Context: an optimization exercise on an open-source flow, tuned for small area, a short achievable clock period and few clock cycles. The choices shown serve that exercise and are no tape-out recipe. At most, simulation tests tie the RTL to the original design; equivalence was not proved. Power figures rest on the tool's default switching activity, not on a simulated workload.

== onyx ==
## GCD
module GCD(
	input clk,
	input rst,
	input start,
	input [7:0] A,
	input [7:0] B,
	output [7:0] gcd_result,
	output ready
);
reg [5:0] a_h;
reg [5:0] b_h;
reg [7:0] kh;     
reg       zf;     
reg       busy;
reg       rdy;
reg [7:0] res;
function [7:0] lowbit8(input [7:0] v);
	reg seen;
	integer i;
	begin
		seen = 1'b0;
		for (i = 0; i < 8; i = i + 1) begin
			lowbit8[i] = v[i] & ~seen;
			seen = seen | v[i];
		end
	end
endfunction
function [5:0] oddhi(input [7:0] v);
	reg [7:0] x;
	reg [7:0] p;
	integer   i, t;
	begin
		x = v ^ {8{v[7]}};
		p = lowbit8(v);
		for (i = 0; i < 6; i = i + 1) begin
			oddhi[i] = 1'b0;
			for (t = 0; t + i + 1 < 7; t = t + 1)
				oddhi[i] = oddhi[i] | (p[t] & x[i + 1 + t]);
		end
	end
endfunction
wire       za = (A == 8'd0);
wire       zb = (B == 8'd0);
wire [5:0] ha = oddhi(A);
wire [5:0] hb = oddhi(B);
function [2:0] ctz6(input [5:0] v);
	casez (v)
		6'b?????1: ctz6 = 3'd0;
		6'b????10: ctz6 = 3'd1;
		6'b???100: ctz6 = 3'd2;
		6'b??1000: ctz6 = 3'd3;
		6'b?10000: ctz6 = 3'd4;
		default:   ctz6 = 3'd5;
	endcase
endfunction
wire [6:0] d = {1'b0, a_h} - {1'b0, b_h};
wire       s = d[6];                  
wire [5:0] m = d[5:0] ^ {6{s}};
wire [5:0] u = a_h ^ b_h;
wire       eq = (u == 6'd0);          
reg  [5:0] above;                     
integer q;
always @* begin
	above[0] = 1'b0;
	for (q = 1; q < 6; q = q + 1) above[q] = above[q - 1] | u[q - 1];
end
wire one_next = ~|(m & above);
wire one_now  = (a_h == 6'd0) | (b_h == 6'd0);
wire found = eq | one_now | one_next;
wire [5:0] b_step = m >> (ctz6(u) + 3'd1);
wire [5:0] a_step = s ? a_h : b_h;
wire [6:0] g = {(a_h & {6{eq}}) | ((a_h | b_h) & {6{zf}}), 1'b1};
reg  [7:0] res_step;
  ...
For scale: ~380 cells after synthesis, ~28 I/O pins, about 2500 sq um of cells after synthesis.
==> module GCD, before the edit <==
module GCD(
	input clk,
	input rst,
	input start,
	input [7:0] A,
	input [7:0] B,
	output [7:0] gcd_result,
	output ready
);
reg [5:0] a_h;
reg [5:0] b_h;
reg [7:0] kh;     
reg       zf;     
reg       busy;
reg       rdy;
reg [7:0] res;
function [7:0] lowbit8(input [7:0] v);
	reg seen;
	integer i;
	begin
		seen = 1'b0;
		for (i = 0; i < 8; i = i + 1) begin
			lowbit8[i] = v[i] & ~seen;
			seen = seen | v[i];
		end
	end
endfunction
function [5:0] oddhi(input [7:0] v);
	reg [7:0] x;
	reg [7:0] p;
	integer   i, t;
	begin
		x = v ^ {8{v[7]}};
		p = lowbit8(v);
		for (i = 0; i < 6; i = i + 1) begin
			oddhi[i] = 1'b0;
			for (t = 0; t + i + 1 < 7; t = t + 1)
				oddhi[i] = oddhi[i] | (p[t] & x[i + 1 + t]);
		end
	end
endfunction
wire       za = (A == 8'd0);
wire       zb = (B == 8'd0);
wire [5:0] ha = oddhi(A);
wire [5:0] hb = oddhi(B);
function [2:0] ctz6(input [5:0] v);
	casez (v)
		6'b?????1: ctz6 = 3'd0;
		6'b????10: ctz6 = 3'd1;
		6'b???100: ctz6 = 3'd2;
		6'b??1000: ctz6 = 3'd3;
		6'b?10000: ctz6 = 3'd4;
		default:   ctz6 = 3'd5;
	endcase
endfunction
wire [6:0] d = {1'b0, a_h} - {1'b0, b_h};
wire       s = d[6];                  
wire [5:0] m = d[5:0] ^ {6{s}};
wire [5:0] u = a_h ^ b_h;
wire       eq = (u == 6'd0);          
reg  [5:0] above;                     
integer q;
always @* begin
	above[0] = 1'b0;
	for (q = 1; q < 6; q = q + 1) above[q] = above[q - 1] | u[q - 1];
end
wire one_next = ~|(m & above);
wire one_now  = (a_h == 6'd0) | (b_h == 6'd0);
wire found = eq | one_now | one_next;
wire [5:0] b_step = m >> (ctz6(u) + 3'd1);
wire [5:0] a_step = s ? a_h : b_h;
wire [6:0] g = {(a_h & {6{eq}}) | ((a_h | b_h) & {6{zf}}), 1'b1};
reg  [7:0] res_step;
integer i, j;
always @* begin
	for (i = 0; i < 8; i = i + 1) begin
		res_step[i] = 1'b0;
		for (j = 0; j <= i && j < 8; j = j + 1)
			if (i - j < 7) res_step[i] = res_step[i] | (kh[j] & g[i - j]);
	end
end
always @(posedge clk) begin
	if (start) begin
		a_h <= ha;
		b_h <= hb;
		kh  <= lowbit8(A | B);
	end else begin
		a_h <= a_step;
		b_h <= b_step;
	end
	res <= res_step;
	zf  <= start & (za | zb);
end
always @(posedge clk) begin
	if (rst) begin
		busy <= 1'b0;
		rdy  <= 1'b0;
	end else if (start) begin
		busy <= 1'b1;
		rdy  <= 1'b0;
	end else begin
		busy <= busy & ~found;
		rdy  <= busy & found;
	end
end
assign ready = rdy;
assign gcd_result = res;
endmodule
clock: 4.0 ns
lec_check: 0
abc_area: 1
cap_margin: 20
core_margin: 2
core_utilization: 40
slew_margin: 20
standard.sh (not shown) runs the stock make flow with config.mk's settings and CLKGATE_MAP_FILE= SYNTH_SCRIPT=/design/flow/synth_recipe.tcl, a recipe that flattens the netlist after the stock synthesis.
==> flow/flow/run.sh <==
#!/bin/bash
set -euo pipefail
bash standard.sh 'BUFFER_PORTS_ARGS=-buffer_cell sky130_fd_sc_hd__buf_2' ADDER_MAP_FILE= \
  finish > standard_flow.log 2>&1
Testbench counts of onyx, summed over its fixed seeds: cycles 34,956.
## Diff of input files: cedar against onyx
--- a/flow/design.v
+++ b/flow/design.v
@@ -7,12 +7,13 @@
 	output [7:0] gcd_result,
 	output ready
 );
 reg [5:0] a_h;
 reg [5:0] b_h;
-reg [7:0] kh;     
+reg [2:0] k;
 reg       zf;     
+reg       nz;     
 reg       busy;
 reg       rdy;
 reg [7:0] res;
 function [7:0] lowbit8(input [7:0] v);
 	reg seen;
@@ -36,10 +37,13 @@
 			oddhi[i] = 1'b0;
 			for (t = 0; t + i + 1 < 7; t = t + 1)
 				oddhi[i] = oddhi[i] | (p[t] & x[i + 1 + t]);
 		end
 	end
+endfunction
+function [2:0] enc8(input [7:0] p);    
+	enc8 = {p[4] | p[5] | p[6] | p[7], p[2] | p[3] | p[6] | p[7], p[1] | p[3] | p[5] | p[7]};
 endfunction
 wire       za = (A == 8'd0);
 wire       zb = (B == 8'd0);
 wire [5:0] ha = oddhi(A);
 wire [5:0] hb = oddhi(B);
@@ -67,31 +71,33 @@
 wire one_next = ~|(m & above);
 wire one_now  = (a_h == 6'd0) | (b_h == 6'd0);
 wire found = eq | one_now | one_next;
 wire [5:0] b_step = m >> (ctz6(u) + 3'd1);
 wire [5:0] a_step = s ? a_h : b_h;
-wire [6:0] g = {(a_h & {6{eq}}) | ((a_h | b_h) & {6{zf}}), 1'b1};
+wire [6:0] g = {(a_h & {6{eq}}) | ((a_h | b_h) & {6{zf}}), nz};
+wire [7:0] kd = 8'd1 << k;
 reg  [7:0] res_step;
 integer i, j;
 always @* begin
 	for (i = 0; i < 8; i = i + 1) begin
 		res_step[i] = 1'b0;
 		for (j = 0; j <= i && j < 8; j = j + 1)
-			if (i - j < 7) res_step[i] = res_step[i] | (kh[j] & g[i - j]);
+			if (i - j < 7) res_step[i] = res_step[i] | (kd[j] & g[i - j]);
 	end
 end
 always @(posedge clk) begin
 	if (start) begin
 		a_h <= ha;
 		b_h <= hb;
-		kh  <= lowbit8(A | B);
+		k   <= enc8(lowbit8(A | B));
 	end else begin
 		a_h <= a_step;
 		b_h <= b_step;
 	end
 	res <= res_step;
 	zf  <= start & (za | zb);
+	nz  <= ~(start & za & zb);
 end
 always @(posedge clk) begin
 	if (rst) begin
 		busy <= 1'b0;
 		rdy  <= 1'b0;
==> results.txt <==
- In the tables for cedar and onyx, met3 usage in global routing reads lower with cedar.
- onyx → cedar: part of the power in the clock network fell 3.8 points, area share of buffers outside the clock network about even, number of optimization iterations in the first detailed-route pass rose 1.
- cedar finished every stage and its layout cleared the timing, DRC and antenna checks.
- Side by side, area added between synthesis and finish turned out lower in cedar than in onyx.
- Sort cedar and onyx by combinational group share of total power, descending, and cedar comes first.
No functional check of the RTL was part of cedar.

[what the ideal ports hide]
The results above use ideal ports. As a check the final layouts listed here were re-extracted and re-timed, cells and wires unchanged. Step 1: set_driving_cell puts a clkbuf_16 on clk and a buf_2 on each other input, an assumption about the parent block. Step 2 times the ports against the registers' clock, not the clock port: input delays grow and output delays shrink by t, the midpoint of the rising clock arrivals with the driver on. Slacks: ideal / step 1 / step 2; pairs: ideal / step 1.
| run | t, ns | setup slack, ns | cell pins on the clock port's net |
|---|---|---|---|
| onyx | 0.305 | 2.019 / 2.025 / 1.720 | 1 |
| cedar | 0.307 | 1.932 / 1.932 / 1.687 | 1 |
After both steps every run listed still meets setup and hold. For onyx, which loses most, drivers alone change the setup slack by +0.006 ns; drivers and shift together by -0.299 ns.
